Context: an optimization exercise on an open-source flow, tuned for small area and a short achievable clock period. The choices shown serve that exercise and are no tape-out recipe. RTL that was checked went through simulation tests only; none was proved equivalent to the original. For run 1, only the layout was checked, not whether the RTL still works. Power and IR drop assume default switching activity.

==> flow/design.v, too long to show whole: its modules and the start of the top module <==
// module ALU: 1235 lines
// module alu_fa: 4 lines
// module alu_bsel: 3 lines
// module alu_ha: 4 lines
module ALU(
    input logic CLK,
    input logic RST,
    input logic ACT,
    input logic[3:0]  OP,
    input logic[1:0]  MOVI,
    input logic[31:0] REG_A,
    input logic[31:0] REG_B,
    input logic[31:0] MEM,
    input logic[31:0] IMM,
    output logic[31:0] DATA,
    output logic       RDY,
    output logic       VLD
);
  // ...
==> flow/run.sh <==
#!/bin/bash
# synth_recipe.tcl (not shown) runs the flow's synth.tcl, then flattens the netlist and writes it again
# the make line also repeats each setting of config.mk as NAME=value (left out here)
make -C /OpenROAD-flow-scripts/flow DESIGN_CONFIG=/design/flow/config.mk WORK_HOME=/design/flow/orfs CLKGATE_MAP_FILE= SYNTH_SCRIPT=/design/flow/synth_recipe.tcl finish
==> flow/config.mk <==
export PLATFORM = sky130hd
export DESIGN_NAME = ALU
export DESIGN_NICKNAME = ALU
export VERILOG_FILES = /design/flow/design.v
export SDC_FILE = /design/flow/constraint.sdc
export NUM_CORES = 4
export LEC_CHECK = 0
export CAP_MARGIN = 20
export CORE_MARGIN = 2
export CORE_UTILIZATION = 40
export SETUP_SLACK_MARGIN = 2.5
export SLEW_MARGIN = 20
export SYNTH_HIERARCHICAL = 1
export SYNTH_MINIMUM_KEEP_SIZE = 0
==> flow/constraint.sdc <==
create_clock -name core_clock -period 10.5 [get_ports {CLK}]
set_input_delay 2.1000 -clock core_clock [delete_from_list [all_inputs] [get_ports {CLK}]]
set_output_delay 2.1000 -clock core_clock [all_outputs]
set_load 0.01 [all_outputs]
==> flow_metrics.tcl, run 1 <==
set metrics [dict create \
    status "finished clean" \
    worstSetupStartpointType "input port" \
    path_buf_inv 2 \
    first_iter_violations 3428 \
    synth_cell_types 71 \
    min_to "st_mul2$_SDFF_PP0_" \
    cp.arrival_ns 8.24 \
    drive_above_1_share_pct 28.2 \
    buf_share_pct 8.37 \
    maxCapViolations 0 \
    internal-power_uw 2290 \
    hold_depth 1 \
    clk_pin_slew_worst_paths_ns 0.06 \
    fmax_ghz 0.127 \
    synthArstFlopShare_pct 0 \
    vias 28800 \
    synth_edf_count 64 \
    p_switching_uw 2020 \
    yosysMostFrequentCell "xnor2_1" \
    clkLatencyLatePin_ns 0.50 \
    nNonClkBuffers 375 \
    cp-end-kind "flip-flop" \
    p_sw_share_pct 46.8 \
    yosys_most_used_dff "dfxtp_1" \
    antenna_found_initial 11 \
    tapCellCount 1080 \
    multi_input_cells 2714 \
    final_hold_viol_count 0 \
    final_cell_area_um2 38900 \
    seq_share_pct 8.44 \
    ys_seq_area_share_pct 9.74 \
    min_period_over_period_pct 74.9 \
    finalSetupViolCount 0 \
    syn_area_per_cell_um2 10.9 \
    root_buffer "clkbuf_16" \
    place_area_um2 37800 \
]
==> run 2, diff against run 1 <==
--- a/flow/design.v
+++ b/flow/design.v
@@ -20,76 +20,78 @@
         case (MOVI)
             2'b00:   operand_B = REG_B;
             2'b01:   operand_B = MEM;
             2'b10:   operand_B = IMM;
             default: operand_B = '0;
         endcase
     end
     wire is_mul = OP == 4'b0010;
-    wire [31:0] a = REG_A;
-    wire [31:0] bm = is_mul ? operand_B : 32'b0;
-    wire addsub = (OP == 4'b0000) | (OP == 4'b0001);
+    wire is_add = OP == 4'b0000;
+    wire is_sub = OP == 4'b0001;
+    wire is_inc = OP == 4'b1110;
     wire is_dec = OP == 4'b1111;
+    wire [31:0] a = REG_A;
+    wire [31:0] b = operand_B;
     logic [31:0] e1;
     logic        c0;
     always_comb begin
         c0 = 1'b0;
         case (OP)
-            4'b0000: e1 = operand_B;                                    
-            4'b0001: begin e1 = ~operand_B; c0 = 1'b1; end              
+            4'b0000: e1 = a;                                            
+            4'b0001: e1 = a;                                            
             4'b0010: e1 = 32'b0;                                        
-            4'b0011: e1 = {1'b0, operand_B[31:1]};                      
-            4'b0100: e1 = {operand_B[30:0], 1'b0};                      
-            4'b0101: e1 = {operand_B[0], operand_B[31:1]};              
-            4'b0110: e1 = {operand_B[30:0], operand_B[31]};             
-            4'b0111: e1 = ~operand_B;                                   
-            4'b1000: e1 = a & operand_B;
-            4'b1001: e1 = a | operand_B;
-            4'b1010: e1 = a ^ operand_B;
-            4'b1011: e1 = ~(a & operand_B);
-            4'b1100: e1 = ~(a | operand_B);
-            4'b1101: e1 = ~(a ^ operand_B);
-            4'b1110: begin e1 = operand_B; c0 = 1'b1; end               
-            default: e1 = operand_B;                                    
+            4'b0011: e1 = {1'b0, b[31:1]};                              
+            4'b0100: e1 = {b[30:0], 1'b0};                              
+            4'b0101: e1 = {b[0], b[31:1]};                              
+            4'b0110: e1 = {b[30:0], b[31]};                             
+            4'b0111: e1 = ~b;                                           
+            4'b1000: e1 = a & b;
+            4'b1001: e1 = a | b;
+            4'b1010: e1 = a ^ b;
+            4'b1011: e1 = ~(a & b);
+            4'b1100: e1 = ~(a | b);
+            4'b1101: e1 = ~(a ^ b);
+            4'b1110: begin e1 = 32'b0; c0 = 1'b1; end                   
+            default: e1 = 32'hFFFF_FFFF;                                
         endcase
     end
-    wire [33:0] bext = {2'b00, bm};
+    wire [33:0] aext = {2'b00, a};
     wire [32:0] bx [0:15];
     wire [15:0] bneg;
-    wire [32:0] a2 = {a, 1'b0};
-    wire [32:0] a1 = {1'b0, a};
+    wire [32:0] m2 = {b, 1'b0};
+    wire [32:0] m1 = {1'b0, b};
     genvar gi, gj;
     generate
         for (gi = 0; gi < 16; gi = gi + 1) begin : g_booth
-            wire b_hi = bext[2*gi+1];
-            wire b_md = bext[2*gi];
+            wire b_hi = aext[2*gi+1];
+            wire b_md = aext[2*gi];
             wire b_lo;
             if (gi == 0) begin : g_lo0
                 assign b_lo = 1'b0;
             end else begin : g_lon
-                assign b_lo = bext[2*gi-1];
+                assign b_lo = aext[2*gi-1];
             end
             wire one, two;
             if (gi == 0) begin : g_d0
-                assign one = b_md | addsub;
-                assign two = b_hi & ~b_md;
-                assign bneg[gi] = b_hi | is_dec;
+                assign one = is_mul ? b_md : (is_add | is_sub | is_inc | is_dec);
+                assign two = is_mul & b_hi & ~b_md;
+                assign bneg[gi] = is_mul ? b_hi : is_sub;
             end else begin : g_dn
-                assign one = b_md ^ b_lo;
-                assign two = (b_hi & ~b_md & ~b_lo) | (~b_hi & b_md & b_lo);
-                assign bneg[gi] = b_hi;
+                assign one = is_mul & (b_md ^ b_lo);
+                assign two = is_mul & ((b_hi & ~b_md & ~b_lo) | (~b_hi & b_md & b_lo));
+                assign bneg[gi] = is_mul & b_hi;
             end
             for (gj = 0; gj < 33; gj = gj + 1) begin : g_sel
-                alu_bsel u_sel (.a1(a1[gj]), .a2(a2[gj]), .one(one), .two(two), .neg(bneg[gi]), .x(bx[gi][gj]));
+                alu_bsel u_sel (.a1(m1[gj]), .a2(m2[gj]), .one(one), .two(two), .neg(bneg[gi]), .x(bx[gi][gj]));
             end
         end
     endgenerate
-    wire [31:0] bh16 = {32{bm[31]}} & a;
-    wire negbit0 = bm[1];
+    wire [31:0] bh16 = {32{is_mul & a[31]}} & b;
+    wire negbit0 = bneg[0];
     wire s1, c2;
     alu_ha u_s1 (.a(bx[0][22]), .b(bx[1][20]), .s(s1), .co(c2));
     wire s3, c4;
     alu_ha u_s3 (.a(bx[0][23]), .b(bx[1][21]), .s(s3), .co(c4));
     wire s5, c6;
     alu_fa u_s5 (.a(bx[0][24]), .b(bx[1][22]), .c(bx[2][20]), .s(s5), .co(c6));
     wire s7, c8;
     alu_ha u_s7 (.a(bx[3][18]), .b(bx[4][16]), .s(s7), .co(c8));
==> flow/flow/run.sh (new file) <==
#!/bin/bash
# The standard layout, with plain buffers (not delay cells) on the ports.
export BUFFER_PORTS_ARGS="-buffer_cell sky130_fd_sc_hd__buf_2"
bash standard.sh > standard.log 2>&1
==> flow/standard.sh (new file) <==
#!/bin/bash
# synth_recipe.tcl (not shown) runs the flow's synth.tcl, then flattens the netlist and writes it again
# the make line also repeats each setting of config.mk as NAME=value (left out here)
make -C /OpenROAD-flow-scripts/flow DESIGN_CONFIG=/design/flow/config.mk WORK_HOME=/design/flow/orfs CLKGATE_MAP_FILE= SYNTH_SCRIPT=/design/flow/synth_recipe.tcl "${@:-finish}"
==> flow/config.mk (replaced) <==
export PLATFORM = sky130hd
export DESIGN_NAME = ALU
export DESIGN_NICKNAME = ALU
export VERILOG_FILES = /design/flow/design.v
export SDC_FILE = /design/flow/constraint.sdc
export NUM_CORES = 4
export LEC_CHECK = 0
export CAP_MARGIN = 20
export CORE_MARGIN = 2
export CORE_UTILIZATION = 40
export SETUP_SLACK_MARGIN = 3.0
export SLEW_MARGIN = 20
export SYNTH_HIERARCHICAL = 1
export SYNTH_MINIMUM_KEEP_SIZE = 5
export TNS_END_PERCENT = 0
removed: flow/run.sh
==> flow_metrics.tcl, run 2 <==
set metrics [dict create \
    final_core_util_pct 43.1 \
    ys_seq_area_share_pct 10.6 \
    fin_nets 3921 \
    worstPathRequired_ns 10.73 \
    synth_compound_area_share_pct 18.5 \
    gr-usage-all-layers_pct 30.9 \
    overflow 0 \
    htree_levels 4 \
    final_hold_viol_count 0 \
    numCtsBuffers 17 \
    critPathSlowestCell "nor2_1" \
    ys_ff_latch 132 \
    hold_class "reg -> reg" \
    totalWireLength_um 125000 \
    syn2layout_area_growth_pct 7.36 \
    pwr_density_cell_nw_per_um2 120 \
    layout_commonest_cell "o22ai_1" \
    fin_cells 4191 \
    cp_max_fo 29 \
    grt_max_degree 67 \
    maxCapViolations 0 \
    clk_pin_slew_worst_paths_ns 0.07 \
    antenna_found_initial 1 \
    start_util_pct 40.2 \
    synth_top_cell_by_area "fa_1" \
    yosys.area_share.simple_pct 5.29 \
    min_period_over_period_pct 72.5 \
    root_buffer "clkbuf_16" \
    synth.area.mux_share_pct 4.13 \
    relSlewSlack_pct 18.7 \
    drive_above_1_share_pct 14.9 \
    die-area_um2 79600 \
    ys_warn_count 7 \
    clock_skew_ns 0.0207 \
    worstSetupStartpointType "input port" \
    reg2reg_slack_ns 6.24 \
    grt_pass1_wl_um 181000 \
    synth_edf_count 64 \
    synth_commonest_cells "510 x o22ai_1, 503 x fa_1, 496 x xnor2_1" \
    die_w_um 282 \
    coreArea_um2 77100 \
    r2r_end "cy$_DFF_P_" \
    final_cell_mix "510 x o22ai_1, 503 x fa_1, 496 x xnor2_1, 170 x buf_2, 166 x nor2_1" \
    r2r_start "st_mul2$_SDFF_PP0_" \
    first_iter_violations 3496 \
    synth_top_family_by_area "adder cells" \
    cellLeakagePower_uw 0.0140 \
    setup_tns_ns 0 \
    synth_fa_ha_area_share_pct 38.4 \
    hold_buffers 0 \
    synthCells 3235 \
    worst_pin_slew_ns 1.22 \
    cts_tree "yes" \
    vdd.ir_drop.worst_mv 0.116 \
    period_needed_ns 7.61 \
    ios 171 \
    hold_depth 1 \
    dpl.cell_count 4145 \
    clockBufferDepth 2 \
    clkLatencyLatePin_ns 0.49 \
    syn_area_um2 31000 \
    slowest_delay_ns 0.85 \
    drtAntennaViolNets 0 \
    syn_area_per_cell_um2 9.57 \
    gp_congestion 0.982 \
    min_to "st_mul2$_SDFF_PP0_" \
    rsz0062_at_grt "yes" \
    die_h_um 282 \
    vias 27100 \
    min_from "st_mul1$_SDFF_PP0_" \
    worstPathCellList "buf_2 > buf_4 > mux2i_1 > nor2_1 > a21oi_4 > buf_4 > ha_1 > o21bai_1 > a221oi_1 > o21ai_0 > fa_1 > fa_1 > fa_1 > fa_1 > fa_1" \
    crit_top_cell "fa_1" \
    finalPower_uw 3990 \
    finalSetupViolCount 0 \
    rows 102 \
    status "finished clean" \
    cp-end-kind "flip-flop" \
    drc_errors 0 \
    synth_cell_types 73 \
    grt_pass1_vias 27700 \
    synth.area.top_cells "fa_1 33%, xnor2_1 14%, o22ai_1 10%, edfxtp_1 6.2%, ha_1 5.8%" \
    synth_xor_area_share_pct 15.7 \
    firstDrtPassIters 8 \
    yosysMostFrequentCell "o22ai_1" \
    dp_hpwl_um 84800 \
    wl_per_cell_um 29.7 \
    fmax_ghz 0.131 \
    cp.arrival_ns 7.84 \
    reg2reg_depth 11 \
    timing_worst_setup_path_type "in -> reg" \
    synthArstFlopShare_pct 0 \
    yosysTopAreaCellShare_pct 32.5 \
    avgViaCountPerCell 6.47 \
    port_buffers 170 \
    cts.sinks 132 \
    yosys_most_used_dff "dfxtp_1" \
    drv_slew 0 \
]
[run 2: worst max-delay path: cells and delay by family]
kind	cells	cell delay, ns
adder cells (fa/ha/maj)	6	2.79
multiplexers	1	0.17
buffers and inverters	3	0.95
AO/OA/AOI/OAI	4	0.94
AND/OR/NAND/NOR	1	0.85
[run 2: timing repair]
item / CTS / global route
setup endpoints to repair: 42 / 65
pin swaps: 0 / 1
gates cloned: 0 / 3
gates resized for setup: 4 / 17
setup buffers: 3 / 6
[run 2: cells by family (layout without fill, tap and decap cells)]
family	count (synthesis)	in the layout
xor gates and xnor gates	555	555
DFF	132	132
and+or+nand+nor	380	380
buffers and inverters	511	423
muxes	120	120
other	0	1
adders and majority gates	647	647
AOI/OAI and AO/OA	890	893
[run 2: area by class of cell]
cell class	count	area, um^2
fillers	7542	43900
clock inverters	13	181
inverters	115	432
repair buffers	276	1680
flip-flops and latches	132	3290
diodes	1	2.50
clock buffers	19	433
well taps	1040	1300
multi-input cells	2595	25900
[run 2: per-module statistics from Yosys, one instance, submodules excluded]
module	times used	cells
ALU	1	2734
alu_fa	501	1
[run 2: power breakdown]
group / internal, uW / switching (uW) / total, uW
logic: 987 / 1510 / 2500
clock network: 396 / 262 / 659
registers: 766 / 70.1 / 836
total: 2150 / 1840 / 3990
[run 2: metrics by stage]
stage                     area (um^2)  hold slack [ns]  setup WS, ns
after global placement          32400            0.494          2.23
after CTS                       33100            0.508          2.84
final                           33200            0.507          2.89
after detailed placement        32400            0.492          2.21
after floorplan                 31000            0.455          3.75
after global routing            33200            0.528          2.79
[run 2: worst max path at each step]
stage,from,endpoint,slack [ns],cells past startpoint
floorplan,MOVI[1],s_lo[24]$_DFF_P_,3.75,16
finish,MOVI[1],c_hi[0]$_DFFE_PP_,2.89,15
global placement,OP[3],s_lo[28]$_DFF_P_,2.23,13
CTS,OP[3],s_hi[7]$_DFFE_PP_,2.84,13
global route,MOVI[1],s_hi[0]$_DFFE_PP_,2.79,14
detailed placement,OP[3],s_lo[28]$_DFF_P_,2.21,13
[run 2: routing by layer]
| layer | share of wire [%] | GRT usage (%) | wire length, um | vias up |
|---|---|---|---|---|
| met5 | 0.047 | 0 | 58 | - |
| met4 | 6.7 | 16.0 | 8350 | 4 |
| met3 | 14 | 11.9 | 17700 | 557 |
| met2 | 42 | 46.0 | 52400 | 2108 |
| met1 | 37 | 38.9 | 46100 | 13400 |
| li1 | - | - | - | 11100 |
==> run 3, diff against run 2 <==
--- a/flow/config.mk
+++ b/flow/config.mk
@@ -8,8 +8,7 @@
 export CAP_MARGIN = 20
 export CORE_MARGIN = 2
 export CORE_UTILIZATION = 40
-export SETUP_SLACK_MARGIN = 3.0
+export SETUP_SLACK_MARGIN = 4.0
 export SLEW_MARGIN = 20
 export SYNTH_HIERARCHICAL = 1
 export SYNTH_MINIMUM_KEEP_SIZE = 5
-export TNS_END_PERCENT = 0
==> flow_metrics.tcl, run 3 <==
set metrics [dict create \
    place_area_um2 32500 \
    rsz0062_at_grt "yes" \
    synth_xor_area_share_pct 15.7 \
    syn_area_um2 31000 \
    synth_cell_types 73 \
    antenna_found_initial 4 \
    syn2layout_area_growth_pct 19.3 \
    first_iter_violations 4690 \
    rows 102 \
    reg2reg_slack_ns 6.68 \
    dp_hpwl_um 85400 \
    worst_pin_slew_ns 1.20 \
    htree_levels 4 \
    grt_pass1_vias 28100 \
    avgViaCountPerCell 6.69 \
    die-area_um2 79600 \
    drc_errors 0 \
    start_util_pct 40.2 \
    port_buffers 170 \
    crit_top_cell "fa_1" \
    die_h_um 282 \
    clockBufferDepth 2 \
    final_cell_area_um2 36900 \
    overflow 0 \
    cp_max_fo 8 \
    clk_pin_slew_worst_paths_ns 0.08 \
    ios 171 \
    grt_pass1_wl_um 194000 \
    critPathSlowestCell "fa_1" \
    synth_top_cell_by_area "fa_1" \
    syn_area_per_cell_um2 9.57 \
    finalPower_uw 4260 \
    pwr_density_cell_nw_per_um2 115 \
    maxCapViolations 0 \
    drtAntennaViolNets 0 \
    worstPathCellList "buf_2 > nand2b_4 > nor3_4 > buf_4 > buf_4 > buf_16 > buf_12 > nand2_4 > o22ai_2 > xnor2_1 > fa_1 > fa_1 > fa_1 > fa_2 > fa_1 > fa_1" \
    status "finished clean" \
    yosys.area_share.simple_pct 5.29 \
    numCtsBuffers 17 \
    coreArea_um2 77100 \
    gr-usage-all-layers_pct 33.6 \
    min_period_over_period_pct 63.2 \
    vdd.ir_drop.worst_mv 0.131 \
    synthArstFlopShare_pct 0 \
    finalSetupViolCount 0 \
    fin_nets 4104 \
    vias 29300 \
    yosys_most_used_dff "dfxtp_1" \
    grt_max_degree 67 \
    ys_ff_latch 132 \
    cellLeakagePower_uw 0.0157 \
    firstDrtPassIters 7 \
    totalWireLength_um 139000 \
    synth.area.mux_share_pct 4.13 \
    cts.sinks 132 \
    ys_warn_count 7 \
    final_cell_mix "496 x fa_1, 475 x o22ai_1, 474 x xnor2_1, 165 x buf_2, 156 x nor2_1" \
    layout_commonest_cell "fa_1" \
    hold_buffers 0 \
    hold_class "reg -> reg" \
    worstPathRequired_ns 10.72 \
    synth.area.top_cells "fa_1 33%, xnor2_1 14%, o22ai_1 10%, edfxtp_1 6.2%, ha_1 5.8%" \
    worstSetupStartpointType "input port" \
    setup_tns_ns 0 \
    yosysMostFrequentCell "o22ai_1" \
    drv_slew 0 \
    root_buffer "clkbuf_16" \
    wl_per_cell_um 31.8 \
    yosysTopAreaCellShare_pct 32.5 \
    drive_above_1_share_pct 22.7 \
    relSlewSlack_pct 19.2 \
    cp-end-kind "flip-flop" \
    ys_seq_area_share_pct 10.6 \
    synth_fa_ha_area_share_pct 38.4 \
    synth_top_family_by_area "adder cells" \
    diodes 0 \
    cp.arrival_ns 6.85 \
    timing_worst_setup_path_type "in -> reg" \
    fmax_ghz 0.151 \
    synth_commonest_cells "510 x o22ai_1, 503 x fa_1, 496 x xnor2_1" \
    synth_compound_area_share_pct 18.5 \
    final_hold_viol_count 0 \
    synth_edf_count 64 \
    clock_skew_ns 0.0280 \
    gp_congestion 0.972 \
    slowest_delay_ns 0.59 \
    cts_tree "yes" \
    period_needed_ns 6.63 \
    synthCells 3235 \
    clkLatencyLatePin_ns 0.49 \
    die_w_um 282 \
]
run 3: cell counts after synthesis:
No cell type changed its count.
run 3: Yosys stat by module (local to each module, per instance):
module / cells / times used / flip-flops and latches / cell area [um^2]
alu_fa: 1 / 501 / 0 / 20.0
ALU: 2734 / 1 / 132 / 20900
run 3: logic make-up (layout without fill, tap and decap cells):
family | count (synthesis) | count (layout)
compound gates | 890 | 902
fa+ha+maj | 647 | 647
xor+xnor | 555 | 555
buf+inv | 511 | 591
simple gates | 380 | 386
flops | 132 | 132
mux | 120 | 120
run 3: through the flow:
| step | hold WS (ns) | std cells | setup WS (ns) | util, % |
|---|---|---|---|---|
| after floorplan | 0.455 | 3235 | 3.91 | - |
| after global routing | 0.523 | 4373 | 3.86 | 47.9 |
| after CTS | 0.498 | 4290 | 3.96 | 45.4 |
| after global placement | 0.481 | 4151 | 2.17 | 42.2 |
| final | 0.531 | 4373 | 3.87 | 47.9 |
| after detailed placement | 0.484 | 4151 | 2.14 | 42.2 |
run 3: path summary, 6_finish.rpt:
check / startpoint / to / cells past startpoint
setup / recovery: OP[0] / s_hi[1]$_DFFE_PP_ / 16
hold / removal: st_mul1$_SDFF_PP0_ / st_mul2$_SDFF_PP0_ / 1
setup reg to reg: st_mul2$_SDFF_PP0_ / cy$_DFF_P_ / 13
hold reg to reg: st_mul1$_SDFF_PP0_ / st_mul2$_SDFF_PP0_ / 1
run 3: repair_timing:
action,4_1_cts,5_1_grt
resized for setup,162,197
buffers inserted,87,68
pin swaps,17,73
setup endpoints to repair,122,70
cloned,20,15
run 3: per-layer routing:
metal	vias to the layer above	share of wire (%)	track usage, %
li1	11500	-	-
met1	14200	34	40.0
met2	2701	40	47.9
met3	831	16	16.7
met4	10	9.0	21.4
met5	-	0.13	0.244
run 3: worst max-delay path: cells and delay by family:
family,cells,cell delay (ns)
xor+xnor,1,0.17
fa+ha+maj,6,2.98
compound gates,1,0.22
simple gates,3,0.60
buf+inv,5,0.75
run 3: layout make-up:
class	count	area [um^2]
Inverter	115	439
Multi-Input combinational cell	2610	27000
Clock buffer	18	429
Tap cell	1040	1300
Fill cell	7082	40200
Clock inverter	14	226
Timing Repair Buffer	444	4210
Sequential cell	132	3290
run 3: where the power goes:
part	switching [uW]	total, uW	internal [uW]
Combinational	1630	2730	1110
Clock	271	696	425
Sequential	63.2	829	766
Total	1960	4260	2300
==> run 4, diff against run 3 <==
--- a/flow/config.mk
+++ b/flow/config.mk
@@ -8,7 +8,7 @@
 export CAP_MARGIN = 20
 export CORE_MARGIN = 2
 export CORE_UTILIZATION = 40
-export SETUP_SLACK_MARGIN = 4.0
+export SETUP_SLACK_MARGIN = 3.25
 export SLEW_MARGIN = 20
 export SYNTH_HIERARCHICAL = 1
 export SYNTH_MINIMUM_KEEP_SIZE = 5
==> flow_metrics.tcl, run 4 <==
set metrics [dict create \
    status "finished clean" \
    cts.sinks 132 \
    nFillCells 7517 \
    drv_slew 0 \
    setup_tns_ns 0 \
    numCtsBuffers 17 \
    syn_area_um2 31000 \
    avgViaCountPerCell 6.55 \
    grt_pass1_wl_um 188000 \
    rows 102 \
    fin_nets 3968 \
    synth.area.top_cells "fa_1 33%, xnor2_1 14%, o22ai_1 10%, edfxtp_1 6.2%, ha_1 5.8%" \
    pwr_density_cell_nw_per_um2 120 \
    hold_class "reg -> reg" \
    coreArea_um2 77100 \
    layout_commonest_cell "o22ai_1" \
    synth_edf_count 64 \
    vias 27800 \
    drc_errors 0 \
    worstPathRequired_ns 10.72 \
    min_period_over_period_pct 68.3 \
    clk_pin_slew_worst_paths_ns 0.07 \
    min_from "st_mul1$_SDFF_PP0_" \
    dp_hpwl_um 84800 \
    fmax_ghz 0.140 \
    maxUsedRoutingLayer "met5" \
    overflow 0 \
    maxCapViolations 0 \
    ys_seq_area_share_pct 10.6 \
    drive_above_1_share_pct 16.3 \
    finalPower_uw 4050 \
    worstSetupStartpointType "input port" \
    worst_pin_slew_ns 1.27 \
    root_buffer "clkbuf_16" \
    die_h_um 282 \
    clock_skew_ns 0.0159 \
    synth_commonest_cells "510 x o22ai_1, 503 x fa_1, 496 x xnor2_1" \
    cp-end-kind "flip-flop" \
    cts_tree "yes" \
    ys_warn_count 7 \
    totalWireLength_um 131000 \
    crit_path_start "OP[0]" \
    place_area_um2 32400 \
    yosysTopAreaCellShare_pct 32.5 \
    yosysMostFrequentCell "o22ai_1" \
    drt-met1-wl_um 47100 \
    cellLeakagePower_uw 0.0142 \
    drtAntennaViolNets 0 \
    grt_pass1_vias 27900 \
    firstDrtPassIters 9 \
    finalSetupViolCount 0 \
    syn2layout_area_growth_pct 9.03 \
    synth_cell_types 73 \
    grt_max_degree 67 \
    r2r_start "st_mul2$_SDFF_PP0_" \
    rsz0062_at_grt "no" \
    met3_length_um 20200 \
    vdd.ir_drop.worst_mv 0.118 \
    synthCells 3235 \
    wl_per_cell_um 30.9 \
    htree_levels 4 \
    port_buffers 170 \
    clockBufferDepth 2 \
    antenna_found_initial 3 \
    final_cell_area_um2 33700 \
    synth_top_cell_by_area "fa_1" \
    start_util_pct 40.2 \
    first_iter_violations 3740 \
    ios 171 \
    final_hold_viol_count 0 \
    route.met2.wl_um 53000 \
    gr-usage-all-layers_pct 32.4 \
    syn_area_per_cell_um2 9.57 \
    gp_congestion 0.982 \
    clkLatencyLatePin_ns 0.48 \
    hold_buffers 0 \
    cp.arrival_ns 7.39 \
    cp_max_fo 38 \
    relSlewSlack_pct 14.1 \
    timing_worst_setup_path_type "in -> reg" \
    synthArstFlopShare_pct 0 \
    period_needed_ns 7.17 \
    die_w_um 282 \
    ys_ff_latch 132 \
    final_cell_mix "510 x o22ai_1, 503 x fa_1, 496 x xnor2_1, 169 x buf_2, 162 x nor2_1" \
    die-area_um2 79600 \
    yosys_most_used_dff "dfxtp_1" \
]
[run 4: worst max-delay path: stages]
cell,delay (ns)
buf_2,0.10
nand2b_1,0.28
nor3_4,0.27
clkbuf_8,0.42
o21ai_2,0.34
buf_4,0.37
o22ai_1,0.25
xnor2_1,0.22
fa_1,0.49
fa_1,0.47
fa_1,0.58
fa_1,0.45
fa_1,0.58
fa_1,0.41
[run 4: through the flow]
| stage | util (%) | setup WS, ns | std cells | hold WS, ns |
|---|---|---|---|---|
| finish | 43.8 | 3.33 | 4240 | 0.504 |
| global route | 43.8 | 3.25 | 4238 | 0.528 |
| CTS | 43.5 | 3.28 | 4224 | 0.508 |
| detailed placement | 42.1 | 2.21 | 4145 | 0.492 |
| global placement | 42.1 | 2.23 | 4145 | 0.494 |
| floorplan | - | 3.75 | 3235 | 0.455 |
[run 4: Yosys stat by module (local to each module, per instance)]
module / flops+latches / area [um^2]
ALU: 132 / 20900
alu_fa: 0 / 20.0
[run 4: cells by family (layout without fill, tap and decap cells)]
group	count (synthesis)	after routing	share of synthesized area [%]
DFF	132	132	10.6
and+or+nand+nor	380	380	5.29
buffers and inverters	511	465	7.46
other	0	3	0
adders and majority gates	647	647	38.4
muxes	120	120	4.13
AOI/OAI and AO/OA	890	898	18.5
xor gates and xnor gates	555	555	15.7
[run 4: layout make-up]
class	instances	area [um^2]	share of cell area, %
antenna	3	7.51	0.0222
inverter	115	432	1.28
multi-input combinational	2600	26000	76.9
tap	1040	1300	3.86
sequential	132	3290	9.74
timing repair buffer	318	2140	6.35
clock buffer	19	433	1.28
clock inverter	13	181	0.538
[run 4: worst paths after layout]
path / end / slack [ns] / cells after the start
setup / recovery: s_hi[5]$_DFFE_PP_ / 3.33 / 14
hold / removal: st_mul2$_SDFF_PP0_ / 0.50 / 1
setup reg to reg: cy$_DFF_P_ / 6.33 / 11
hold reg to reg: st_mul2$_SDFF_PP0_ / 0.50 / 1
[run 4: timing repair]
action	in CTS	in global routing
gates cloned	6	2
resized for setup	21	10
endpoints found under the setup margin	68	52
setup buffers	41	11
pin swaps	2	2
[run 4: layer usage]
layer  GRT usage, %  vias up
met5           1.22        -
met4           21.0        6
met3           14.5      626
met2           46.4     2316
met1           39.3    13700
li1               -    11200
[run 4: where the power goes]
part | switching (uW) | internal (uW) | leakage [uW]
registers | 70.6 | 766 | 0.00124
logic | 1550 | 1010 | 0.0127
clock network | 262 | 396 | 0.000301
==> run 5, diff against run 4 <==
--- a/flow/config.mk
+++ b/flow/config.mk
@@ -8,7 +8,7 @@
 export CAP_MARGIN = 20
 export CORE_MARGIN = 2
 export CORE_UTILIZATION = 40
-export SETUP_SLACK_MARGIN = 3.25
+export SETUP_SLACK_MARGIN = 3.0
 export SLEW_MARGIN = 20
 export SYNTH_HIERARCHICAL = 1
 export SYNTH_MINIMUM_KEEP_SIZE = 5
==> flow_metrics.tcl, run 5 <==
set metrics [dict create \
    status "finished clean" \
    vdd.ir_drop.worst_mv 0.117 \
    ys_warn_count 7 \
    root_buffer "clkbuf_16" \
    final_cell_mix "510 x o22ai_1, 503 x fa_1, 496 x xnor2_1, 169 x buf_2, 164 x nor2_1" \
    clkLatencyLatePin_ns 0.49 \
    grt_pass1_wl_um 184000 \
    clk_pin_slew_worst_paths_ns 0.07 \
    r2r_start "st_mul2$_SDFF_PP0_" \
    cp.arrival_ns 7.73 \
    die_h_um 282 \
    min_from "st_mul1$_SDFF_PP0_" \
    wl_per_cell_um 30.0 \
    totalWireLength_um 126000 \
    syn_area_um2 31000 \
    worstSetupStartpointType "input port" \
    avgViaCountPerCell 6.48 \
    grt_pass1_vias 27700 \
    dp_hpwl_um 84800 \
    drive_above_1_share_pct 15.6 \
    worstPathRequired_ns 10.87 \
    yosys_most_used_dff "dfxtp_1" \
    drt-met1-wl_um 46300 \
    yosysMostFrequentCell "o22ai_1" \
    cp_max_fo 29 \
    ys_ff_latch 132 \
    rows 102 \
    synth_edf_count 64 \
    cellLeakagePower_uw 0.0141 \
    antenna_found_initial 2 \
    start_util_pct 40.2 \
    first_iter_violations 3601 \
    die-area_um2 79600 \
    drtAntennaViolNets 0 \
    maxCapViolations 0 \
    period_needed_ns 7.35 \
    r2r_end "cy$_DFF_P_" \
    finalPower_uw 4020 \
    hold_depth 1 \
    layout_commonest_cell "o22ai_1" \
    clock_skew_ns 0.0217 \
    synthCells 3235 \
    drc_errors 0 \
    cts.sinks 132 \
    firstDrtPassIters 6 \
    finalSetupViolCount 0 \
    drv_slew 0 \
    die_w_um 282 \
    reg2reg_slack_ns 6.24 \
    hold_buffers 0 \
    numCtsBuffers 17 \
    synth_commonest_cells "510 x o22ai_1, 503 x fa_1, 496 x xnor2_1" \
    synthArstFlopShare_pct 0 \
    worst_pin_slew_ns 1.15 \
    overflow 0 \
    min_to "st_mul2$_SDFF_PP0_" \
    clockBufferDepth 2 \
    cp-end-kind "flip-flop" \
    yosysTopAreaCellShare_pct 32.5 \
    syn2layout_area_growth_pct 8.14 \
    reg2reg_depth 11 \
    vias 27300 \
    fin_nets 3947 \
    timing_worst_setup_path_type "in -> reg" \
    ys_seq_area_share_pct 10.6 \
    synth.area.top_cells "fa_1 33%, xnor2_1 14%, o22ai_1 10%, edfxtp_1 6.2%, ha_1 5.8%" \
    fmax_ghz 0.136 \
    pwr_density_cell_nw_per_um2 120 \
    maxUsedRoutingLayer "met5" \
    met3_length_um 18100 \
    setup_tns_ns 0 \
    grt_max_degree 67 \
    route.met2.wl_um 53100 \
    cts_tree "yes" \
    ios 171 \
    hold_class "reg -> reg" \
    htree_levels 4 \
    synth_top_cell_by_area "fa_1" \
    syn_area_per_cell_um2 9.57 \
    rsz0062_at_grt "no" \
    coreArea_um2 77100 \
    nFillCells 7525 \
    port_buffers 170 \
    gp_congestion 0.982 \
    synth_cell_types 73 \
    min_period_over_period_pct 70.0 \
    final_hold_viol_count 0 \
    gr-usage-all-layers_pct 31.4 \
    relSlewSlack_pct 22.3 \
]
run 5: cell types whose count changed in the layout (fill, tap and decap cells not counted), moves of 3 or more:
cell	delta
buf_4	-8
buf_6	-3
nand2_1	+3
buf_12	-6
a21oi_2	-3
run 5: modules after synthesis (local to each module, per instance):
module  area, um^2  flip-flops and latches
alu_fa        20.0                       0
ALU          20900                     132
run 5: final cells by class:
cell class / count / area [um^2] / share of cell area [%]
Multi-Input combinational cell: 2597 / 25900 / 77.4
Sequential cell: 132 / 3290 / 9.82
Timing Repair Buffer: 300 / 1920 / 5.72
Tap cell: 1040 / 1300 / 3.89
Clock buffer: 19 / 433 / 1.29
Inverter: 115 / 432 / 1.29
Clock inverter: 13 / 181 / 0.542
Antenna cell: 1 / 2.50 / 0.00748
run 5: metal layers:
layer / up-vias / track usage [%]
li1: 11100 / -
met1: 13500 / 39.1
met2: 2196 / 46.4
met3: 519 / 12.4
met4: 6 / 17.2
met5: - / 1.22
run 5: through the flow:
step | setup slack, ns | hold WS [ns] | cell area, um^2 | std cells | util [%]
after floorplan | 3.75 | 0.455 | 31000 | 3235 | -
after global placement | 2.23 | 0.494 | 32400 | 4145 | 42.1
after detailed placement | 2.21 | 0.492 | 32400 | 4145 | 42.1
after CTS | 2.98 | 0.508 | 33100 | 4182 | 43.0
after global routing | 3.04 | 0.528 | 33500 | 4216 | 43.4
final | 3.15 | 0.505 | 33500 | 4217 | 43.4
run 5: worst max-delay path by stage:
stage | slack [ns] | endpoint | cells after the start | startpoint
final | 3.15 | s_lo[30]$_DFF_P_ | 14 | MOVI[1]
after CTS | 2.98 | s_lo[28]$_DFF_P_ | 14 | OP[3]
after global routing | 3.04 | s_lo[30]$_DFF_P_ | 14 | MOVI[1]
after detailed placement | 2.21 | s_lo[28]$_DFF_P_ | 13 | OP[3]
after floorplan | 3.75 | s_lo[24]$_DFF_P_ | 16 | MOVI[1]
after global placement | 2.23 | s_lo[28]$_DFF_P_ | 13 | OP[3]
run 5: kinds of logic (layout without fill, tap and decap cells):
family | Yosys count | after routing | synth area share (%)
AO/OA/AOI/OAI | 890 | 895 | 18.5
adder cells (fa/ha/maj) | 647 | 647 | 38.4
XOR/XNOR | 555 | 555 | 15.7
buffers and inverters | 511 | 447 | 7.46
AND/OR/NAND/NOR | 380 | 380 | 5.29
flip-flops | 132 | 132 | 10.6
multiplexers | 120 | 120 | 4.13
other | 0 | 1 | 0
run 5: worst max-delay path: stages:
cell and delay [ns]:
buf_2 0.19, buf_4 0.44, mux2i_1 0.24, nor2_1 0.09
a21oi_4 0.75, buf_4 0.41, o22ai_1 0.13, xnor2_1 0.19
fa_1 0.62, fa_1 0.46, fa_1 0.57, fa_1 0.44
fa_1 0.61, fa_1 0.42
run 5: repair_timing:
item,CTS,global route
pin swaps,0,2
hold endpoints to repair,0,0
gates cloned,2,3
gates resized for setup,13,5
endpoints found under the setup margin,42,55
setup buffers,3,30
run 5: power breakdown:
part / total, uW / leakage (uW) / switching [uW] / internal, uW
Clock: 659 / 0.000301 / 262 / 396
Sequential: 837 / 0.00124 / 70.2 / 766
Combinational: 2520 / 0.0125 / 1520 / 999
==> run 6, diff against run 5 <==
--- a/flow/config.mk
+++ b/flow/config.mk
@@ -8,7 +8,7 @@
 export CAP_MARGIN = 20
 export CORE_MARGIN = 2
 export CORE_UTILIZATION = 40
-export SETUP_SLACK_MARGIN = 3.0
+export SETUP_SLACK_MARGIN = 3.5
 export SLEW_MARGIN = 20
 export SYNTH_HIERARCHICAL = 1
 export SYNTH_MINIMUM_KEEP_SIZE = 5
==> flow_metrics.tcl, run 6 <==
set metrics [dict create \
    drtAntennaViolNets 0 \
    clock_skew_ns 0.0169 \
    die-area_um2 79600 \
    internal-power_uw 2180 \
    timing_worst_setup_path_type "in -> reg" \
    numCtsBuffers 17 \
    root_buffer "clkbuf_16" \
    worstSetupStartpointType "input port" \
    p_switching_uw 1890 \
    cp-end-kind "flip-flop" \
    final_cell_mix "509 x o22ai_1, 503 x fa_1, 495 x xnor2_1, 169 x buf_2, 161 x nor2_1" \
    vdd.ir_drop.worst_mv 0.118 \
    combPwrFrac_pct 63.2 \
    cellLeakagePower_uw 0.0144 \
    cp_max_fo 14 \
    syn2layout_area_growth_pct 10.1 \
    drc_errors 0 \
    fin_cells 4251 \
    maxCapViolations 0 \
    final_hold_viol_count 0 \
    pwr_density_cell_nw_per_um2 119 \
    clkLatencyLatePin_ns 0.48 \
    fin_ws_ns 3.52 \
    firstDrtPassIters 8 \
    first_iter_violations 3720 \
    vias 27800 \
    totalWireLength_um 132000 \
    min_period_over_period_pct 66.5 \
    synth_top_cell_by_area "fa_1" \
    htree_levels 4 \
    synth.area.top_cells "fa_1 33%, xnor2_1 14%, o22ai_1 10%, edfxtp_1 6.2%, ha_1 5.8%" \
    synth_fa_ha_area_share_pct 38.4 \
    fin_nets 3978 \
    yosysMostFrequentCell "o22ai_1" \
    port_buffers 170 \
    die_h_um 282 \
    crit_top_cell "fa_1" \
    coreArea_um2 77100 \
    worstPathRequired_ns 10.72 \
    avgViaCountPerCell 6.55 \
    synth_xor_area_share_pct 15.7 \
    seq_power_share_pct 20.6 \
    clk_pin_slew_worst_paths_ns 0.07 \
    clockBufferDepth 2 \
    pre_cts_ws_ns 2.21 \
    yosys.area_share.simple_pct 5.29 \
    final_cell_area_um2 34100 \
    register_area_um2 3290 \
    ys_ff_latch 132 \
    ios 171 \
    drive_above_1_share_pct 16.7 \
    worstPathCellList "buf_2 > nand2_1 > o21ai_1 > nand2_2 > o22ai_1 > xnor2_1 > fa_1 > fa_1 > fa_1 > fa_1 > fa_1 > fa_1" \
    cts.sinks 132 \
    antenna_found_initial 5 \
    rows 102 \
    synth_edf_count 64 \
    status "finished clean" \
    synth_top_family_by_area "adder cells" \
    ys_seq_area_share_pct 10.6 \
    synthCells 3235 \
    period_needed_ns 6.98 \
    start_util_pct 40.2 \
    grt_pass1_wl_um 191000 \
    synth.area.mux_share_pct 4.13 \
    nFillCells 7474 \
    worst_pin_slew_ns 1.22 \
    grt_pass1_vias 28000 \
    cp.arrival_ns 7.20 \
    slowest_delay_ns 0.71 \
    dpl.cell_count 4145 \
    synthArstFlopShare_pct 0 \
    synth_commonest_cells "510 x o22ai_1, 503 x fa_1, 496 x xnor2_1" \
    place_area_um2 32400 \
    yosysTopAreaCellShare_pct 32.5 \
    layout_commonest_cell "o22ai_1" \
    critPathSlowestCell "o21ai_1" \
    hold_class "reg -> reg" \
    syn_area_per_cell_um2 9.57 \
    wl_per_cell_um 31.0 \
    gp_congestion 0.982 \
    die_w_um 282 \
    power_frac_clock_pct 16.2 \
    yosys_most_used_dff "dfxtp_1" \
    grt_max_degree 67 \
    syn_area_um2 31000 \
    relSlewSlack_pct 17.6 \
    whs_ns 0.508 \
    drv_slew 0 \
    multiInputGateArea_um2 26100 \
    finalSetupViolCount 0 \
    synth_cell_types 73 \
    rsz0062_at_grt "yes" \
    synth_compound_area_share_pct 18.5 \
    ys_warn_count 7 \
    gr-usage-all-layers_pct 33.0 \
    p_sw_share_pct 46.4 \
    cts_tree "yes" \
    fmax_ghz 0.143 \
    overflow 0 \
    dp_hpwl_um 84800 \
    setup_tns_ns 0 \
]
[run 6: changes by cell type in the layout (fill, tap and decap cells not counted), moves of 5 or more]
cell,change
nand2_4,+14
nand2_2,-13
buf_12,+11
buf_6,+11
buf_4,+5
nor2_4,+5
o21ai_0,-5
o21ai_1,+5
[run 6: metrics by stage]
stage          power, uW  util (%)
4_1_cts             4020      43.8
6_report            4070      44.2
3_5_place_dp        3290      42.1
2_1_floorplan       2600         -
3_3_place_gp        3260      42.1
5_1_grt             4330      44.2
[run 6: metal layers]
layer | up-vias | track usage, % | wire [um]
li1 | 11200 | - | -
met1 | 13700 | 40.0 | 47300
met2 | 2330 | 47.2 | 53900
met3 | 601 | 15.1 | 20300
met4 | 4 | 20.6 | 10300
met5 | - | 1.16 | 141
[run 6: final cells by class]
type,count,area share [%]
Sequential cell,132,9.65
Inverter,115,1.28
Timing Repair Buffer,326,6.71
Clock inverter,13,0.533
Antenna cell,4,0.0294
Multi-Input combinational cell,2602,76.7
Clock buffer,19,1.27
Tap cell,1040,3.82
[run 6: path summary, 6_finish.rpt]
check,slack [ns],depth (start not counted),startpoint,endpoint
setup / recovery,3.52,12,REG_A[23],s_hi[1]$_DFFE_PP_
hold / removal,0.51,1,st_mul1$_SDFF_PP0_,st_mul2$_SDFF_PP0_
setup reg to reg,6.49,11,st_mul2$_SDFF_PP0_,cy$_DFF_P_
hold reg to reg,0.51,1,st_mul1$_SDFF_PP0_,st_mul2$_SDFF_PP0_
[run 6: kinds of logic (layout without fill, tap and decap cells)]
group,after synthesis,count (layout)
other,0,4
buffers and inverters,511,473
muxes,120,120
DFF,132,132
AOI/OAI and AO/OA,890,899
xor gates and xnor gates,555,555
and+or+nand+nor,380,381
adders and majority gates,647,647
[run 6: critical path: cells and delay by family]
kind            cells  cell delay, ns
compound gates      2            1.01
simple gates        2            0.61
fa+ha+maj           6            3.06
buf+inv             1            0.23
xor+xnor            1            0.17
[run 6: per-module statistics from Yosys (local to each module, per instance)]
| module | cells | area, um^2 | times used | flops+latches |
|---|---|---|---|---|
| alu_fa | 1 | 20.0 | 501 | 0 |
| ALU | 2734 | 20900 | 1 | 132 |
[run 6: power by group through the flow]
stage	sequential (uW)	combinational, uW	clock, uW
after global placement	842	2420	0
after floorplan	800	1800	0
after global routing	847	2790	684
after detailed placement	846	2440	0
final	836	2570	660
after CTS	835	2520	662
[run 6: what timing repair did]
action / 4_1_cts / 5_1_grt
setup buffers: 55 / 4
endpoints found under the setup margin: 77 / 53
gates cloned: 8 / 3
hold buffers: 0 / 0
resized for setup: 30 / 46
pin swaps: 4 / 1
==> run 7, diff against run 6 <==
--- a/flow/config.mk
+++ b/flow/config.mk
@@ -7,7 +7,8 @@
 export LEC_CHECK = 0
 export CAP_MARGIN = 20
 export CORE_MARGIN = 2
-export CORE_UTILIZATION = 40
+export CORE_UTILIZATION = 55
+export PLACE_DENSITY = 0.7
 export SETUP_SLACK_MARGIN = 3.5
 export SLEW_MARGIN = 20
 export SYNTH_HIERARCHICAL = 1
==> flow_metrics.tcl, run 7 <==
set metrics [dict create \
    antenna_found_initial 7 \
    cp.arrival_ns 7.22 \
    nFillCells 4650 \
    synthCells 3235 \
    drive_above_1_share_pct 16.8 \
    synth_commonest_cells "510 x o22ai_1, 503 x fa_1, 496 x xnor2_1" \
    place_area_um2 32100 \
    final_cell_mix "508 x o22ai_1, 503 x fa_1, 496 x xnor2_1, 167 x buf_2, 157 x nor2_1" \
    clock_skew_ns 0.0124 \
    min_period_over_period_pct 66.7 \
    vdd.ir_drop.worst_mv 0.119 \
    pwr_density_cell_nw_per_um2 120 \
    maxCapViolations 0 \
    worstPathRequired_ns 10.72 \
    die-area_um2 58200 \
    ys_warn_count 7 \
    dp_hpwl_um 83600 \
    clk_pin_slew_worst_paths_ns 0.07 \
    synth.area.top_cells "fa_1 33%, xnor2_1 14%, o22ai_1 10%, edfxtp_1 6.2%, ha_1 5.8%" \
    syn_area_um2 31000 \
    layout_commonest_cell "o22ai_1" \
    drv_slew 0 \
    cellLeakagePower_uw 0.0143 \
    cts_tree "yes" \
    grt_max_degree 67 \
    final_hold_viol_count 0 \
    drc_errors 0 \
    whs_ns 0.507 \
    synth_edf_count 64 \
    critPathSlowestCell "nor2_1" \
    syn_area_per_cell_um2 9.57 \
    fmax_ghz 0.143 \
    yosysMostFrequentCell "o22ai_1" \
    start_util_pct 55.9 \
    synth_cell_types 73 \
    numCtsBuffers 17 \
    clkLatencyLatePin_ns 0.49 \
    first_iter_violations 4357 \
    root_buffer "clkbuf_16" \
    ys_seq_area_share_pct 10.6 \
    fin_cells 3962 \
    critPathTopFamily "adder cells" \
    coreArea_um2 55400 \
    gr-usage-all-layers_pct 46.2 \
    cp_max_fo 32 \
    status "finished clean" \
    slowest_delay_ns 0.64 \
    finalSetupViolCount 0 \
    ios 171 \
    setup_tns_ns 0 \
    die_w_um 241 \
    ys_ff_latch 132 \
    synth_top_cell_by_area "fa_1" \
    final_cell_area_um2 33600 \
    totalWireLength_um 134000 \
    timing_worst_setup_path_type "in -> reg" \
    crit_top_cell "fa_1" \
    drtAntennaViolNets 0 \
    yosys_most_used_dff "dfxtp_1" \
    grt_pass1_wl_um 193000 \
    worst_pin_slew_ns 1.28 \
    wl_per_cell_um 33.9 \
    relSlewSlack_pct 14.5 \
    rows 86 \
    die_h_um 241 \
    cp-end-kind "flip-flop" \
    port_buffers 170 \
    finalPower_uw 4040 \
    overflow 0 \
    grt_pass1_vias 29500 \
    fin_nets 3983 \
    gp_congestion 0.996 \
    period_needed_ns 7.00 \
    clockBufferDepth 2 \
    yosysTopAreaCellShare_pct 32.5 \
    htree_levels 4 \
    cts.sinks 132 \
    rsz0062_at_grt "yes" \
    worstPathCellList "buf_2 > buf_12 > mux2i_1 > nor2_1 > a21oi_4 > buf_4 > o22ai_1 > xnor2_1 > fa_1 > fa_1 > fa_1 > fa_1 > fa_1 > fa_1" \
    hold_class "reg -> reg" \
    firstDrtPassIters 8 \
    syn2layout_area_growth_pct 8.55 \
    hold_buffers 0 \
    worstSetupStartpointType "input port" \
    path_buf_inv 3 \
    synthArstFlopShare_pct 0 \
    dpl.cell_count 3857 \
    avgViaCountPerCell 7.32 \
    vias 29000 \
]
## run 7: cell counts after synthesis
No cell type changed its count.
## run 7: layout make-up
type | count | area, um^2 | share of cell area [%]
Sequential cell | 132 | 3290 | 9.78
Antenna cell | 2 | 5.00 | 0.0149
Clock inverter | 14 | 91.3 | 0.272
Clock buffer | 18 | 429 | 1.28
Timing Repair Buffer | 324 | 2290 | 6.83
Tap cell | 748 | 936 | 2.79
Inverter | 115 | 432 | 1.28
Multi-Input combinational cell | 2609 | 26100 | 77.8
## run 7: repair_timing
| action | 4_1_cts | 5_1_grt |
|---|---|---|
| setup endpoints to repair | 84 | 50 |
| gates cloned | 15 | 3 |
| buffers inserted | 43 | 10 |
| pin swaps | 1 | 1 |
| resized for setup | 37 | 36 |
## run 7: worst paths after layout
path / from / to / slack [ns] / depth (start not counted)
worst min-delay path: st_mul1$_SDFF_PP0_ / st_mul2$_SDFF_PP0_ / 0.51 / 1
worst min register to register: st_mul1$_SDFF_PP0_ / st_mul2$_SDFF_PP0_ / 0.51 / 1
worst max register to register: st_mul2$_SDFF_PP0_ / cy$_DFF_P_ / 6.44 / 11
worst max-delay path: MOVI[1] / s_hi[3]$_DFFE_PP_ / 3.50 / 14
## run 7: through the flow
stage | utilization [%] | setup WS [ns]
floorplan | - | 3.75
global placement | 57.9 | 1.96
detailed placement | 57.9 | 1.82
CTS | 60.1 | 3.48
global route | 60.6 | 3.42
finish | 60.6 | 3.50
## run 7: routing by layer
layer,part of all wire (%),GRT usage [%]
met1,33,53.4
met2,40,64.8
met3,17,23.9
met4,9.6,35.0
met5,0.24,1.35
## run 7: Yosys stat by module (local to each module, per instance)
| module | cells | flops+latches | times used | cell area [um^2] |
|---|---|---|---|---|
| alu_fa | 1 | 0 | 501 | 20.0 |
| ALU | 2734 | 132 | 1 | 20900 |
## run 7: worst register-to-register path, cell delays in order (launching register included)
cell      delay, ns
dfxtp_4        0.72
mux2i_1        0.59
fa_1           0.30
inv_1          0.06
fa_1           0.47
a21o_1         0.25
a311o_2        0.47
a41oi_2        0.33
o31ai_2        0.16
o211ai_2       0.16
o31a_1         0.33
o21ai_1        0.11
## run 7: kinds of logic (layout without fill, tap and decap cells)
| group | count (synthesis) | after routing | share of synthesized area (%) |
|---|---|---|---|
| other | 0 | 2 | 0 |
| muxes | 120 | 120 | 4.13 |
| and+or+nand+nor | 380 | 380 | 5.29 |
| AOI/OAI and AO/OA | 890 | 907 | 18.5 |
| DFF | 132 | 132 | 10.6 |
| buffers and inverters | 511 | 471 | 7.46 |
| xor gates and xnor gates | 555 | 555 | 15.7 |
| adders and majority gates | 647 | 647 | 38.4 |
## run 7: power breakdown
group	total (uW)	internal (uW)	switching (uW)
clock network	559	297	262
logic	2650	1040	1610
registers	832	767	65.1
==> run 8, diff against run 7 <==
--- a/flow/config.mk
+++ b/flow/config.mk
@@ -7,9 +7,8 @@
 export LEC_CHECK = 0
 export CAP_MARGIN = 20
 export CORE_MARGIN = 2
-export CORE_UTILIZATION = 55
-export PLACE_DENSITY = 0.7
-export SETUP_SLACK_MARGIN = 3.5
+export CORE_UTILIZATION = 40
+export SETUP_SLACK_MARGIN = 3.75
 export SLEW_MARGIN = 20
 export SYNTH_HIERARCHICAL = 1
 export SYNTH_MINIMUM_KEEP_SIZE = 5
==> flow_metrics.tcl, run 8 <==
set metrics [dict create \
    syn_area_per_cell_um2 9.57 \
    hold_buffers 0 \
    min_period_over_period_pct 64.3 \
    layout_commonest_cell "o22ai_1" \
    timing_worst_setup_path_type "in -> reg" \
    clkLatencyLatePin_ns 0.48 \
    yosysMostFrequentCell "o22ai_1" \
    drive_above_1_share_pct 17.2 \
    synthArstFlopShare_pct 0 \
    grt_pass1_vias 28000 \
    diodes 0 \
    seq_power_share_pct 20.3 \
    die-area_um2 79600 \
    final_cell_mix "506 x o22ai_1, 503 x fa_1, 494 x xnor2_1, 167 x buf_2, 159 x nor2_1" \
    drtAntennaViolNets 0 \
    hold_class "reg -> reg" \
    met3_length_um 18600 \
    synth_edf_count 64 \
    vias 27400 \
    dp_hpwl_um 83600 \
    root_buffer "clkbuf_16" \
    synth_cell_types 73 \
    register_area_um2 3290 \
    port_buffers 170 \
    grt_pass1_wl_um 188000 \
    synth.area.top_cells "fa_1 33%, xnor2_1 14%, o22ai_1 10%, edfxtp_1 6.2%, ha_1 5.8%" \
    ys_ff_latch 132 \
    cts.sinks 132 \
    status "finished clean" \
    fin_nets 3984 \
    finalSetupViolCount 0 \
    drc_errors 0 \
    htree_levels 4 \
    period_needed_ns 6.75 \
    gr-usage-all-layers_pct 32.2 \
    antenna_found_initial 2 \
    cp.arrival_ns 6.98 \
    cp-end-kind "flip-flop" \
    worst_pin_slew_ns 1.31 \
    finalPower_uw 4090 \
    avgViaCountPerCell 6.45 \
    firstDrtPassIters 10 \
    cellLeakagePower_uw 0.0146 \
    synth_top_cell_by_area "fa_1" \
    nFillCells 7379 \
    die_w_um 282 \
    clockBufferDepth 2 \
    start_util_pct 40.2 \
    wl_per_cell_um 30.2 \
    rsz0062_at_grt "yes" \
    grt_max_degree 67 \
    p_switching_uw 1880 \
    yosysTopAreaCellShare_pct 32.5 \
    pwr_density_cell_nw_per_um2 118 \
    overflow 0 \
    cp_max_fo 18 \
    syn_area_um2 31000 \
    route.met2.wl_um 53800 \
    fmax_ghz 0.148 \
    worstPathRequired_ns 10.73 \
    synthCells 3235 \
    internal-power_uw 2210 \
    drv_slew 0 \
    first_iter_violations 3874 \
    maxCapViolations 0 \
    rows 102 \
    totalWireLength_um 128000 \
    p_sw_share_pct 46.0 \
    vdd.ir_drop.worst_mv 0.130 \
    worstSetupStartpointType "input port" \
    clock_skew_ns 0.0155 \
    numCtsBuffers 17 \
    final_hold_viol_count 0 \
    gp_congestion 0.958 \
    setup_tns_ns 0 \
    syn2layout_area_growth_pct 11.7 \
    relSlewSlack_pct 11.5 \
    die_h_um 282 \
    multiInputGateArea_um2 26200 \
    power_frac_clock_pct 16.3 \
    drt-met1-wl_um 46000 \
    ys_warn_count 7 \
    yosys_most_used_dff "dfxtp_1" \
    coreArea_um2 77100 \
    combPwrFrac_pct 63.4 \
    synth_commonest_cells "510 x o22ai_1, 503 x fa_1, 496 x xnor2_1" \
    maxUsedRoutingLayer "met5" \
    clk_pin_slew_worst_paths_ns 0.07 \
    cts_tree "yes" \
    ios 171 \
    ys_seq_area_share_pct 10.6 \
]
[run 8: changes by cell type in the layout (fill, tap and decap cells not counted), moves of 5 or more]
cell	previous run	this run
a21oi_2	16	11
buf_12	16	22
buf_4	127	91
buf_6	7	31
buf_8	4	9
mux2i_1	58	50
mux2i_2	0	5
nor2_2	12	4
nor2_4	1	7
[run 8: metal layers]
metal  vias to the layer above  track usage [%]
li1                      11200                -
met1                     13400             39.5
met2                      2253             47.1
met3                       534             12.4
met4                         2             20.8
met5                         -                0
[run 8: final timing paths]
check	slack, ns	cells past startpoint	end	start
setup / recovery	3.75	14	s_hi[0]$_DFFE_PP_	MOVI[1]
hold / removal	0.50	1	st_mul2$_SDFF_PP0_	st_mul1$_SDFF_PP0_
setup reg to reg	6.63	12	cy$_DFF_P_	st_mul2$_SDFF_PP0_
hold reg to reg	0.50	1	st_mul2$_SDFF_PP0_	st_mul1$_SDFF_PP0_
[run 8: per-stage QoR]
| stage | instance area (um^2) | hold WS, ns | worst slack [ns] | std cells | util [%] |
|---|---|---|---|---|---|
| finish | 34600 | 0.504 | 3.75 | 4253 | 44.8 |
| CTS | 33900 | 0.502 | 3.75 | 4229 | 44.0 |
| global placement | 32400 | 0.489 | 2.22 | 4142 | 42.0 |
| floorplan | 31000 | 0.455 | 3.76 | 3235 | - |
| global route | 34600 | 0.521 | 3.73 | 4253 | 44.8 |
| detailed placement | 32400 | 0.486 | 2.16 | 4142 | 42.0 |
[run 8: area by class of cell]
type	count	share of cell area [%]
Multi-Input combinational cell	2602	75.8
Clock inverter	12	0.521
Timing Repair Buffer	332	7.87
Clock buffer	20	1.29
Inverter	115	1.26
Sequential cell	132	9.51
Tap cell	1040	3.76
[run 8: timing repair]
item                                    4_1_cts  5_1_grt
resized for setup                            79       90
setup buffers                                42       19
cloned                                       13        5
pin swaps                                     3       13
endpoints found under the setup margin       96       57
endpoints found under the hold margin         0        0
[run 8: critical path, cell delays in order]
cell       delay, ns
buf_6           0.17
clkbuf_16       0.21
mux2i_2         0.29
nor2_4          0.14
a21oi_4         0.26
buf_8           0.27
o22ai_1         0.13
xnor2_1         0.30
fa_1            0.51
fa_1            0.58
fa_1            0.45
fa_1            0.54
fa_1            0.58
fa_1            0.41
[run 8: logic make-up after synthesis]
kind of cell | synth area share, %
XOR/XNOR | 15.7
buffers and inverters | 7.46
adder cells (fa/ha/maj) | 38.4
AND/OR/NAND/NOR | 5.29
AO/OA/AOI/OAI | 18.5
multiplexers | 4.13
flip-flops | 10.6
[run 8: per-module statistics from Yosys (local to each module, per instance)]
module | flops+latches | cells inside
ALU | 132 | 2734
alu_fa | 0 | 1
[run 8: power by group through the flow]
stage / sequential (uW) / clock [uW] / combinational, uW
2_1_floorplan: 800 / 0 / 1800
5_1_grt: 845 / 689 / 2830
3_5_place_dp: 842 / 0 / 2440
3_3_place_gp: 839 / 0 / 2410
4_1_cts: 831 / 674 / 2530
6_report: 833 / 667 / 2600
==> run 9, diff against run 8 <==
--- a/flow/config.mk
+++ b/flow/config.mk
@@ -5,10 +5,10 @@
 export SDC_FILE = /design/flow/constraint.sdc
 export NUM_CORES = 4
 export LEC_CHECK = 0
-export CAP_MARGIN = 20
+export CAP_MARGIN = 10
 export CORE_MARGIN = 2
 export CORE_UTILIZATION = 40
 export SETUP_SLACK_MARGIN = 3.75
-export SLEW_MARGIN = 20
+export SLEW_MARGIN = 10
 export SYNTH_HIERARCHICAL = 1
 export SYNTH_MINIMUM_KEEP_SIZE = 5
==> flow_metrics.tcl, run 9 <==
set metrics [dict create \
    coreArea_um2 77100 \
    syn2layout_area_growth_pct 11.7 \
    die-area_um2 79600 \
    wl_per_cell_um 30.2 \
    synth_edf_count 64 \
    r2r_end "cy$_DFF_P_" \
    worst_pin_slew_ns 1.31 \
    final_cell_area_um2 34600 \
    fin_ws_ns 3.75 \
    synthCells 3235 \
    synth_cell_types 73 \
    p_sw_share_pct 46.0 \
    drtAntennaViolNets 0 \
    ys_seq_area_share_pct 10.6 \
    cp-end-kind "flip-flop" \
    syn_area_per_cell_um2 9.57 \
    reg2reg_slack_ns 6.63 \
    totalWireLength_um 128000 \
    internal-power_uw 2210 \
    finalSetupViolCount 0 \
    whs_ns 0.504 \
    critPathTopFamily "adder cells" \
    clock_skew_ns 0.0155 \
    cp_max_fo 18 \
    slowest_delay_ns 0.58 \
    synth_top_cell_by_area "fa_1" \
    cts.sinks 132 \
    overflow 0 \
    hold_depth 1 \
    min_to "st_mul2$_SDFF_PP0_" \
    period_needed_ns 6.75 \
    die_h_um 282 \
    layout_commonest_cell "o22ai_1" \
    cp.arrival_ns 6.98 \
    cellLeakagePower_uw 0.0146 \
    final_cell_mix "506 x o22ai_1, 503 x fa_1, 494 x xnor2_1, 167 x buf_2, 159 x nor2_1" \
    numCtsBuffers 17 \
    pre_cts_ws_ns 2.16 \
    hold_class "reg -> reg" \
    yosysTopAreaCellShare_pct 32.5 \
    ys_warn_count 7 \
    synth.area.top_cells "fa_1 33%, xnor2_1 14%, o22ai_1 10%, edfxtp_1 6.2%, ha_1 5.8%" \
    path_buf_inv 3 \
    port_buffers 170 \
    dp_hpwl_um 83600 \
    relSlewSlack_pct 11.5 \
    yosysMostFrequentCell "o22ai_1" \
    r2r_start "st_mul2$_SDFF_PP0_" \
    worstPathCellList "buf_6 > clkbuf_16 > mux2i_2 > nor2_4 > a21oi_4 > buf_8 > o22ai_1 > xnor2_1 > fa_1 > fa_1 > fa_1 > fa_1 > fa_1 > fa_1" \
    first_iter_violations 3874 \
    min_from "st_mul1$_SDFF_PP0_" \
    finalPower_uw 4090 \
    cts_tree "yes" \
    vdd.ir_drop.worst_mv 0.130 \
    maxCapViolations 0 \
    antenna_found_initial 2 \
    grt_max_degree 67 \
    pwr_density_cell_nw_per_um2 118 \
    synthArstFlopShare_pct 0 \
    fin_nets 3984 \
    power_frac_clock_pct 16.3 \
    combPwrFrac_pct 63.4 \
    syn_area_um2 31000 \
    min_period_over_period_pct 64.3 \
    drv_slew 0 \
    synth_commonest_cells "510 x o22ai_1, 503 x fa_1, 496 x xnor2_1" \
    timing_worst_setup_path_type "in -> reg" \
    firstDrtPassIters 10 \
    fmax_ghz 0.148 \
    grt_pass1_wl_um 188000 \
    p_switching_uw 1880 \
    root_buffer "clkbuf_16" \
    final_hold_viol_count 0 \
    setup_tns_ns 0 \
    drc_errors 0 \
    htree_levels 4 \
    worstPathRequired_ns 10.73 \
    vias 27400 \
    ys_ff_latch 132 \
    rows 102 \
    critPathSlowestCell "fa_1" \
    seq_power_share_pct 20.3 \
    start_util_pct 40.2 \
    crit_top_cell "fa_1" \
    worstSetupStartpointType "input port" \
    yosys_most_used_dff "dfxtp_1" \
    nFillCells 7379 \
    reg2reg_depth 12 \
    rsz0062_at_grt "yes" \
    ios 171 \
    avgViaCountPerCell 6.45 \
    clockBufferDepth 2 \
    status "finished clean" \
    diodes 0 \
    die_w_um 282 \
    place_area_um2 32400 \
    grt_pass1_vias 28000 \
    drive_above_1_share_pct 17.2 \
    clkLatencyLatePin_ns 0.48 \
    gr-usage-all-layers_pct 32.2 \
    clk_pin_slew_worst_paths_ns 0.07 \
    gp_congestion 0.958 \
]
==> run 9: area by class of cell <==
cell class                 instances  area, um^2  area share [%]
multi-input combinational       2602       26200            75.8
sequential                       132        3290            9.51
timing repair buffer             332        2720            7.87
tap                             1040        1300            3.76
clock buffer                      20         447            1.29
inverter                         115         435            1.26
clock inverter                    12         180           0.521
==> run 9: worst reg2reg max path: cells and delay by family, from the launching register on <==
kind | cells | cell delay (ns)
compound gates | 7 | 1.88
fa+ha+maj | 2 | 0.73
mux | 1 | 0.45
flops | 1 | 0.37
buf+inv | 2 | 0.34
==> run 9: metrics by stage <==
step,std cells,utilization [%]
finish,4253,44.8
global route,4253,44.8
floorplan,3235,-
detailed placement,4142,42.0
CTS,4229,44.0
global placement,4142,42.0
==> run 9: cells by family (layout without fill, tap and decap cells) <==
| group | Yosys count | count (layout) | synth area share (%) |
|---|---|---|---|
| AND/OR/NAND/NOR | 380 | 380 | 5.29 |
| flip-flops | 132 | 132 | 10.6 |
| XOR/XNOR | 555 | 555 | 15.7 |
| multiplexers | 120 | 120 | 4.13 |
| buffers and inverters | 511 | 479 | 7.46 |
| AO/OA/AOI/OAI | 890 | 900 | 18.5 |
| adder cells (fa/ha/maj) | 647 | 647 | 38.4 |
==> run 9: routing by layer <==
layer,wire length (um),vias to the layer above,GRT usage (%)
li1,-,11200,-
met1,46000,13400,39.5
met2,53800,2253,47.1
met3,18600,534,12.4
met4,9950,2,20.8
met5,18,-,0
==> run 9: modules after synthesis (local to each module, per instance) <==
module | flops+latches | times used | cells inside | area, um^2
alu_fa | 0 | 501 | 1 | 20.0
ALU | 132 | 1 | 2734 | 20900
==> run 9: how the worst max path moves through the flow <==
stage | from | end | slack (ns) | cells past startpoint
after floorplan | MOVI[1] | s_hi[0]$_DFFE_PP_ | 3.76 | 15
after global placement | OP[1] | s_hi[0]$_DFFE_PP_ | 2.22 | 13
after detailed placement | OP[1] | s_hi[9]$_DFFE_PP_ | 2.16 | 13
after CTS | OP[3] | s_hi[4]$_DFFE_PP_ | 3.75 | 15
after global routing | OP[2] | s_hi[1]$_DFFE_PP_ | 3.73 | 15
final | MOVI[1] | s_hi[0]$_DFFE_PP_ | 3.75 | 14
==> run 9: power groups by stage <==
stage | logic (uW) | clock network, uW | registers, uW
3_3_place_gp | 2410 | 0 | 839
2_1_floorplan | 1800 | 0 | 800
3_5_place_dp | 2440 | 0 | 842
5_1_grt | 2830 | 689 | 845
6_report | 2600 | 667 | 833
4_1_cts | 2530 | 674 | 831
==> run 9: what timing repair did <==
item / CTS / global route
buffers inserted: 42 / 19
gates cloned: 13 / 5
gates resized for setup: 79 / 90
endpoints found under the setup margin: 96 / 57
pin swaps: 3 / 13
hold buffers: 0 / 0

## re-timing with driven ports
In the flow no input, the clock included, has a driving cell. The finished layouts below were timed again as built, in two steps.
Step 1 assumes that a clkbuf_16 drives the clock port and a buf_2 every other input.
Step 2 adds t to the input delays and takes it off the output delays; t is the mean of the earliest and latest rising clock arrival at the registers after step 1. Input paths then give back, and output paths get back, about the clock's delay inside the block.
a / b / c = ideal / step 1 / step 2; a / b = the first two.
run | t, ns | setup WS [ns] | worst setup path at the end
run 1 | 0.552 | 2.632 / 2.668 / 2.117 | input to register
run 2 | 0.528 | 2.892 / 2.921 / 2.394 | input to register
run 3 | 0.530 | 3.869 / 3.905 / 3.375 | input to register
run 4 | 0.532 | 3.333 / 3.369 / 2.838 | input to register
run 5 | 0.530 | 3.145 / 3.175 / 2.645 | input to register
run 6 | 0.534 | 3.521 / 3.525 / 2.991 | input to register
run 7 | 0.544 | 3.499 / 3.523 / 2.979 | input to register
run 8 | 0.519 | 3.746 / 3.758 / 3.239 | input to register
run 9 | 0.519 | 3.746 / 3.758 / 3.239 | input to register
After both steps every run listed still meets setup and hold. For run 6, which loses most, drivers alone change the setup slack by +0.004 ns; drivers and shift together by -0.530 ns.
